This is an optimization exercise on Yosys and OpenROAD, whose aim is small area, a short achievable clock period and few clock cycles, not a production implementation.
Only simulation tests tie the RTL to the original design; equivalence was not proved.

==> flow/design.v (outline; a module is shown in full before it is edited, if it fits) <==
// module sqrt: 114 lines
// module mul32x25: 1829 lines
module sqrt
  #( parameter I_WIDTH = 16,
               F_WIDTH = 16)
  (input [I_WIDTH+F_WIDTH-1:0] N_in,
   output [I_WIDTH+F_WIDTH-1:0] out,
   input clk, rst, in_valid,
   output reg out_valid, ready
  );
  // ...
==> flow/run.sh <==
#!/bin/bash
# synth_recipe.tcl (not shown) runs the flow's synth.tcl, then flattens the netlist and writes it again
# the make line also repeats each setting of config.mk as NAME=value (left out here)
make -C /OpenROAD-flow-scripts/flow DESIGN_CONFIG=/design/flow/config.mk WORK_HOME=/design/flow/orfs CLKGATE_MAP_FILE= SYNTH_SCRIPT=/design/flow/synth_recipe.tcl finish
==> flow/config.mk <==
export PLATFORM = sky130hd
export DESIGN_NAME = sqrt
export DESIGN_NICKNAME = sqrt
export VERILOG_FILES = /design/flow/design.v
export SDC_FILE = /design/flow/constraint.sdc
export NUM_CORES = 4
export LEC_CHECK = 0
export CAP_MARGIN = 50
export CORE_MARGIN = 2
export CORE_UTILIZATION = 40
export CTS_CLUSTER_DIAMETER = 60
export CTS_CLUSTER_SIZE = 20
export PLACE_DENSITY = 0.6
export SLEW_MARGIN = 60
==> flow/constraint.sdc <==
create_clock -name core_clock -period 30.0 [get_ports {clk}]
set_input_delay 6.0000 -clock core_clock [delete_from_list [all_inputs] [get_ports {clk}]]
set_output_delay 6.0000 -clock core_clock [all_outputs]
set_load 0.01 [all_outputs]
==> run notes, run 1 <==
- The clock tree from TritonCTS is done.
- The number of distinct library cells after synthesis is 111.
- With fillers left out, the area of the finished cells amounts to 33810 sq um.
- After layout, the buffer instance count without clock buffers stands at 192.
- The most congested layer reported by global routing is met2.
- The detailed-route wire length is 123.7 mm.
- The xor/xnor cell area share of the yosys netlist is 0.1097.
- In the synthesized netlist, the cells that appear most often are sky130_fd_sc_hd__inv_1 (411), sky130_fd_sc_hd__fa_1 (338), sky130_fd_sc_hd__xor2_1 (337).
- The number of levels in the clock H-tree is 4.
- The count of final max-slew check failures is 0.
- The fraction of the mapped netlist area in adder cells is 0.2701.
- The worst-case hold slack is 0.5716 ns.
- The mux contribution to synthesized area is 0.01714.
- After layout, the clock buffer instance count stands at 17.
- The number of flip-flops and latches in the synthesized netlist is 154.
- The number of placed instances, taps included, is 4470.
- For hold timing, the worst endpoint is out_valid.
- TritonCTS created 17 clock buffers.
- In the finished design, the share of the clock period the worst path needs comes to 0.2774.
- The share of synthesized area in the top cell type comes to 0.2161.
- The root buffer cell chosen for the clock tree is sky130_fd_sc_hd__clkbuf_16.
- The first-pass iteration count of the detailed router is 9.
- The number of sinks driven by the clock tree is 154.
- The run finished with no timing, DRC or antenna violations.
- Once layout is complete, the utilization of the core stands at 0.4365.
- The number of antenna violations at the first check in global routing is 3.
- The met3 usage is 0.07323.
- By area, the combinational part of the netlist is dominated by compound AO/OA/AOI/OAI gates.
- Using the TritonRoute via totals, the vias-per-cell ratio works out to 6.551.
- The synthesized area per cell is 8.670 sq um.
- Setup violations remaining at the end of the flow were counted as 0.
- Between clock sinks in the finished design, the worst skew comes to 0.01762 ns.
- Summed over all instances, the cell type with the most area after synthesis is sky130_fd_sc_hd__fa_1.
- When the netlist entered floorplanning its net count stood at 4119.
- The antenna diode instance count is 2.
- The number of logic inverters in the finished layout is 415.
- The number of gates on the worst path with buffers counted is 22.
Testbench counts, summed over its fixed seeds: cycles 35,140.
==> module sqrt, before the edit <==
module sqrt
  #( parameter I_WIDTH = 16,
               F_WIDTH = 16)
  (input [I_WIDTH+F_WIDTH-1:0] N_in,
   output [I_WIDTH+F_WIDTH-1:0] out,
   input clk, rst, in_valid,
   output reg out_valid, ready
  );
  reg st_i, st_m, st_t, st_s, st_f;
  reg [31:0] N;
  reg        nsmall;            
  reg [24:0] X;
  reg [17:0] R_old;
  reg [31:0] ma;
  reg [12:0] mb_one, mb_two;    
  reg [12:0] mb_neg;
  reg [3:0] j;
  always @ (*) begin
    if      (N > 32'h4000_0000) j = 4'd15;
    else if (N > 32'h1000_0000) j = 4'd14;
    else if (N > 32'h0400_0000) j = 4'd13;
    else if (N > 32'h0100_0000) j = 4'd12;
    else if (N > 32'h0040_0000) j = 4'd11;
    else if (N > 32'h0010_0000) j = 4'd10;
    else if (N > 32'h0004_0000) j = 4'd9;
    else if (N > 32'h0001_0000) j = 4'd8;
    else if (N > 32'h0000_4000) j = 4'd7;
    else if (N > 32'h0000_1000) j = 4'd6;
    else if (N > 32'h0000_0400) j = 4'd5;
    else if (N > 32'h0000_0100) j = 4'd4;
    else if (N > 32'h0000_0040) j = 4'd3;
    else if (N > 32'h0000_0010) j = 4'd2;
    else if (N > 32'h0000_0004) j = 4'd1;
    else                        j = 4'd0;
  end
  wire [45:0] n_sh  = {N, 14'd0} >> {j, 1'b0};
  wire [17:0] R0    = 18'h3_0000 - n_sh[17:0];
  wire [23:0] x1_sh = {R0, 6'd0} >> j;
  wire [24:0] x0    = 25'h080_0000 >> j;
  wire [17:0] R      = ma[17:0];
  wire        cont   = (R <= R_old);
  wire        same   = (ma == {7'd0, X});
  assign out = ma;
  wire [47:0] prod;
  mul32x25 mul (.a(ma), .one(mb_one), .two(mb_two), .neg(mb_neg), .m(st_m), .p(prod));
  function [38:0] booth;
    input [24:0] v;
    input        n;
    reg [26:0] w;
    integer k;
    begin
      w = {1'b0, v, 1'b0};
      for (k = 0; k < 13; k = k + 1) begin
        booth[k]      = w[2*k+1] ^ w[2*k];
        booth[13 + k] = (w[2*k+2] & ~w[2*k+1] & ~w[2*k]) | (~w[2*k+2] & w[2*k+1] & w[2*k]);
        booth[26 + k] = (w[2*k+2] & ~(w[2*k+1] & w[2*k])) ^ (n & (booth[k] | booth[13 + k]));
      end
    end
  endfunction
  wire fin = ~(st_i | st_m | st_t | st_s);    
  wire acc = fin & in_valid;
  wire a_prod  = (st_t & cont) | (st_s & ~same & nsmall) | st_f;
  wire a_nprod = st_m;
  wire nzero   = (N == 32'd0);
  wire a_n     = (st_t & ~cont) | (st_s & (same | ~nsmall)) | (st_i & nzero);
  wire b_prod  = (st_t & cont) | (st_s & ~same & ~nsmall);
  wire b_h     = st_m;
  wire b_x     = (st_t & ~cont) | (st_s & same);
  wire b_n     = st_s & ~same & nsmall;
  wire [31:0] ma_early = ({32{a_n}} & N) | ({32{st_i & ~nzero}} & {8'd0, x1_sh});
  wire [31:0] ma_next  = ({32{a_prod}} & prod[47:16]) | ({32{a_nprod}} & {14'd0, prod[33:16]}) | ma_early;
  wire [24:0] mb_early = ({25{b_h}} & {1'b0, X[24:1]}) | ({25{b_x}} & X) | ({25{b_n}} & N[24:0])
                       | ({25{st_i}} & {1'b0, x1_sh});
  wire        b_neg    = st_s & ~same;      
  wire [38:0] bd_early = booth(mb_early, b_neg);
  wire [38:0] bd_prod  = booth(prod[40:16], b_neg);
  wire [38:0] bd_next  = ({39{b_prod}} & bd_prod) | bd_early;
  always @ (posedge clk) begin
    ma     <= ma_next;
    mb_one <= bd_next[12:0];
    mb_two <= bd_next[25:13];
    mb_neg <= bd_next[38:26];
    if (st_t && cont) R_old <= R;
    if (st_s) X <= ma[24:0];
    if (st_i) begin
      X     <= x0;
      R_old <= R0;
    end
    if (fin) begin
      N      <= N_in;
      nsmall <= (N_in[31:25] == 7'd0);
    end
  end
  reg ni, nm, nt, ns, nf;
  always @ (*) begin
    ni = 1'b0; nm = 1'b0; nt = 1'b0; ns = 1'b0; nf = 1'b0;
    if (st_i) begin if (nzero) nf = 1'b1; else ns = 1'b1; end
    if (st_m) nt = 1'b1;
    if (st_t) begin if (cont) ns = 1'b1; else nf = 1'b1; end
    if (st_s) begin if (same) nf = 1'b1; else nm = 1'b1; end
    if (acc) ni = 1'b1;
  end
  always @ (posedge clk) begin
    if (rst) begin
      st_i <= 1'b0; st_m <= 1'b0; st_t <= 1'b0; st_s <= 1'b0; st_f <= 1'b0;
      ready     <= 1'b1;
      out_valid <= 1'b0;
    end else begin
      st_i <= ni; st_m <= nm; st_t <= nt; st_s <= ns; st_f <= nf;
      ready <= ~(ni | nm | nt | ns);
      out_valid <= st_f;
    end
  end
endmodule
==> run 2: changes to the inputs <==
--- a/flow/design.v
+++ b/flow/design.v
@@ -53,7 +53,7 @@
       for (k = 0; k < 13; k = k + 1) begin
         booth[k]      = w[2*k+1] ^ w[2*k];
         booth[13 + k] = (w[2*k+2] & ~w[2*k+1] & ~w[2*k]) | (~w[2*k+2] & w[2*k+1] & w[2*k]);
-        booth[26 + k] = (w[2*k+2] & ~(w[2*k+1] & w[2*k])) ^ (n & (booth[k] | booth[13 + k]));
+        booth[26 + k] = n ? (~w[2*k+2] & (w[2*k+1] | w[2*k])) : (w[2*k+2] & ~(w[2*k+1] & w[2*k]));
       end
     end
   endfunction
==> run notes, run 2 <==
- The flow ran to the end and the layout has no timing, DRC or antenna violations.
- The number of cells in the design after placement was 4168 (-6.8%).
- The row count is 100.
- The count of placed standard cells in the final layout, fillers left out is 4205.
- After detailed routing, the average wire length per cell comes to 26.29 um.
- The detailed-route wire length was 110.5 mm (-11%).
- The net count after synthesis is 3873 (-6.0%).
- The synthesis-to-layout area growth is 8.388%.
- The worst setup path is launched from a flip-flop.
- Derived from the worst setup path, the maximum achievable clock frequency is 120.6 MHz.
- The via count of the first global-routing pass is 25880.
- The number of antenna violations at the first check in global routing was 0 (-3).
- In the synthesized netlist the dominant register cell turns out to be sky130_fd_sc_hd__dfxtp_1.
- The routed design could run at a clock period as short as 8.290 ns.
- The beginning of the worst register-to-register path is ma[17].
- The yosys synthesis warning count is 1.
- For this run the aggregate overflow at the end of global routing stands at 0.
- The arrival time at the worst endpoint is 8.66 ns.
- Summed over all failing endpoints, the final setup total negative slack is 0 ns.
- The cell family contributing the most delay on the critical path is compound AO/OA/AOI/OAI gates.
- The number of levels in the clock H-tree is 4 (unchanged).
- The first global-routing pass estimated 167.0 mm of wire.
- The worst path buffer plus inverter count is 3.
- The share of the cycle needed by the critical path after routing is 0.2763 (-0.001077).
- The sequential cell area fraction in the yosys report is 0.1292.
- The quantity of I/O buffers inserted on ports is 68.
- Entering global routing, the biggest net connects 62 pins.
- The area enclosed by the die boundary is 76600 sq um.
- The capture instance of the worst register-to-register path is ma[31].
- The longest clock path from root to sink contains 2 buffers.
- The via-per-instance ratio is 6.296 (-3.9%).
- The number of sinks driven by the clock tree is 154 (unchanged).
- The register-to-register path setup slack is 21.71 ns.
- The tree is rooted in a sky130_fd_sc_hd__clkbuf_16.
- After synthesis the cells add up to 29760 sq um.
- The post-CTS resize count is 0.
- The gate count of the mapped netlist is 3343.
- The utilization after layout came to 0.4355 (-0.001036).
- Yosys attributes the largest share of cell area to sky130_fd_sc_hd__fa_1 (23%), sky130_fd_sc_hd__xor2_1 (12%), sky130_fd_sc_hd__edfxtp_1 (7.7%).
- The register cell area after layout is 3887 sq um.
- At the end of routability-driven placement, the weighted congestion stood at 0.9726.
- The slowest stage of the critical path is the sky130_fd_sc_hd__dfxtp_1 cell.
- At the end of the flow, the number of nets in the layout was 3753.
- The detailed router finished its first iteration with 3246 violations.
- The most prevalent standard cell on the critical path is sky130_fd_sc_hd__fa_1.
- The largest clock skew in the final design is 0.01433 ns (-0.003295 ns).
- At the later pin of the worst-skew pair, clock insertion delay measures 0.50 ns.
- Once detailed placement completed, the half-perimeter wirelength came to 83.35 mm.
- The count of final max-slew check failures is 0 (unchanged).
- The library cell used most frequently in the layout, excluding fill and tap cells, is sky130_fd_sc_hd__inv_1.
- The overall global routing resource usage is 0.2857.
- The data required time at the worst endpoint is 30.37 ns.
- The clock buffer count from CTS is 17 (unchanged).
- The count of final setup violators is 0 (unchanged).
- The largest single stage delay on the critical path is 0.62 ns.
- Sorting the synthesized cells by how often they occur yields sky130_fd_sc_hd__inv_1 (432), sky130_fd_sc_hd__xor2_1 (399), sky130_fd_sc_hd__fa_1 (338).
- In this run the remaining antenna-violating nets after routing total 0.
- After clock tree synthesis, the flow added hold-fix buffers numbering 0.
- Of all cell types, the one taking the most synthesized area is sky130_fd_sc_hd__fa_1.
- The antenna diode instance count was 0 (-2).
- Of all nets on the critical path, the largest fanout is 11.
- In the final layout, the multi-input gates occupy 23360 sq um.
- The fraction of post-synthesis cell area in the top cell type by area is 0.2274 (+0.01124).
- Across all setup checks in the final design, the least slack found is 21.71 ns.
- Fill cells in the final layout number 7336.
- The worst slack at placement is 21.57 ns.
- The start-to-end type of the worst setup path is flip-flop to flip-flop.
- The cell with the most instances after synthesis is sky130_fd_sc_hd__inv_1.
- The synthesized area per cell is 8.902 sq um (+2.7%).
- The worst reg2reg path depth is 28.
- The cell depth of the worst hold path is 1.
- The top cell types in the final layout, fill and taps aside, are sky130_fd_sc_hd__inv_1 (430), sky130_fd_sc_hd__xor2_1 (396), sky130_fd_sc_hd__fa_1 (338).
- The largest registers in the layout are N (32), ma (32), X (25).
- The die outline height is 276.8 um.
- The number of flip-flops and latches in the synthesized netlist is 154 (unchanged).
- The clock tree from TritonCTS is done.
- The critical path endpoint category is a flip-flop.
- In this run the post-CTS setup repair buffer count came out at 0.
- The count of pins on the block boundary is 69.
- The core region is 74070 sq um.
- The startpoint identified for the worst hold timing path is st_f.
- The count of unresolved DRC violations after routing is 0.
- The floorplan step set the die width to 276.8 um.
- The share of synthesized registers carrying an async set or reset is 0.
- The count of max-cap constraint violations is 0.
- After clock tree synthesis, the clock-pin slew on the worst setup and hold paths is 0.07 ns.
- For hold timing, the worst endpoint is out_valid.
- The number of distinct library cells after synthesis was 96 (-14%).
- Setup repair after global routing left no endpoint under its margin.
- The first-pass iteration count of the detailed router is 10 (+1).
- The actual transition at the worst max-transition pin is 0.6195 ns.
- The number of enable-type register cells in the synthesized netlist is 76.
- The number of failing hold endpoints at the final stage is 0.
- The fraction of final layout cells sized beyond drive strength 1 is 0.08375.
- The worst-case headroom to the max-slew limit is 0.5870.
- The initial utilization of the core area, before any placement, comes to 0.4018.
- The number of vias in the routed layout is 26470.
- The path class of the tightest hold or removal check is flip-flop to flip-flop.
[run 2: changes by cell type in the layout (fill, tap and decap cells not counted), sizes merged, moves of 18 or more]
cell     previous run  this run
ha                135       157
a2bb2oi            26         5
a21oi             140        91
o21ai             114        86
nand2             187       161
o221a              32         9
a211oi             35        10
nor2              145        92
a22o              187       231
a221oi             63        31
buf               119       101
nor3               53        72
xor2              337       399
inv               418       441
[run 2: logic make-up after synthesis]
group	after synthesis	synth area share
AO/OA/AOI/OAI	916	0.2408
XOR/XNOR	445	0.1310
adder cells (fa/ha/maj)	495	0.2934
buffers and inverters	745	0.09535
flip-flops	154	0.1292
multiplexers	59	0.02047
AND/OR/NAND/NOR	529	0.08985
[run 2: layer usage]
| metal | wire, um | track usage | up-vias |
|---|---|---|---|
| met5 | 0 | 0 | - |
| met4 | 4102 | 0.1028 | 0 |
| met3 | 11340 | 0.06538 | 251 |
| met2 | 49040 | 0.4421 | 1491 |
| met1 | 46070 | 0.3904 | 13260 |
| li1 | - | - | 11470 |
[run 2: final cells by class]
type                            instances  share of cell area
Multi-Input combinational cell       2444              0.7242
Sequential cell                       154              0.1205
Inverter                              435             0.05062
Timing Repair Buffer                  171             0.04825
Tap cell                              969             0.03759
Clock buffer                           18             0.01330
Clock inverter                         14            0.005547
[run 2: per-stage QoR]
step           hold WS (ns)  area [sq um]
2_1_floorplan        0.4388         29760
3_3_place_gp         0.4887         31160
3_5_place_dp         0.4820         31490
4_1_cts              0.4968         32090
5_1_grt              0.5086         32260
6_report             0.5032         32260
[run 2: how the worst max path moves through the flow]
| stage | start | slack, ns | end | depth (start not counted) |
|---|---|---|---|---|
| after floorplan | mb_neg[0] | 22.46 | ma[31] | 29 |
| after global placement | mb_neg[1] | 21.45 | ma[31] | 27 |
| after detailed placement | ma[17] | 21.57 | ma[31] | 28 |
| after CTS | ma[17] | 21.53 | ma[31] | 28 |
| after global routing | ma[17] | 21.31 | ma[31] | 28 |
| final | ma[17] | 21.71 | ma[31] | 28 |
[run 2: worst reg2reg max path, delay by kind of cell (launching register included)]
family / cells / cell delay, ns
adders and majority gates: 6 / 2.55
DFF: 1 / 0.62
and+or+nand+nor: 1 / 0.19
buffers and inverters: 3 / 0.51
xor gates and xnor gates: 2 / 0.27
AOI/OAI and AO/OA: 16 / 4.07
Testbench counts of run 2, summed over its fixed seeds: cycles 35,140.

-- separate check: timing with driven ports --
The flow's constraints put no driver on any port. The routed layouts listed below were extracted and timed again, unchanged, in two steps.
Step 1 assumes that a clkbuf_16 drives the clock port and a buf_2 every other input.
Step 2, shift: input delay + t, output delay - t, t = (earliest + latest rising clock arrival at the registers) / 2. This alone moves slack from input paths to output paths.
a / b / c = ideal / step 1 / step 2; a / b = the first two.
run	shift t [ns]	setup WS [ns]	hold slack, ns	clock arrival spread, ns	pins driven straight from the clock port
run 1	0.542	21.678 / 21.663 / 21.678	0.572 / 0.572 / 0.572	0.017 / 0.017	1
run 2	0.547	21.710 / 21.656 / 21.710	0.503 / 0.503 / 0.503	0.015 / 0.014	1
After both steps every run listed still meets setup and hold.
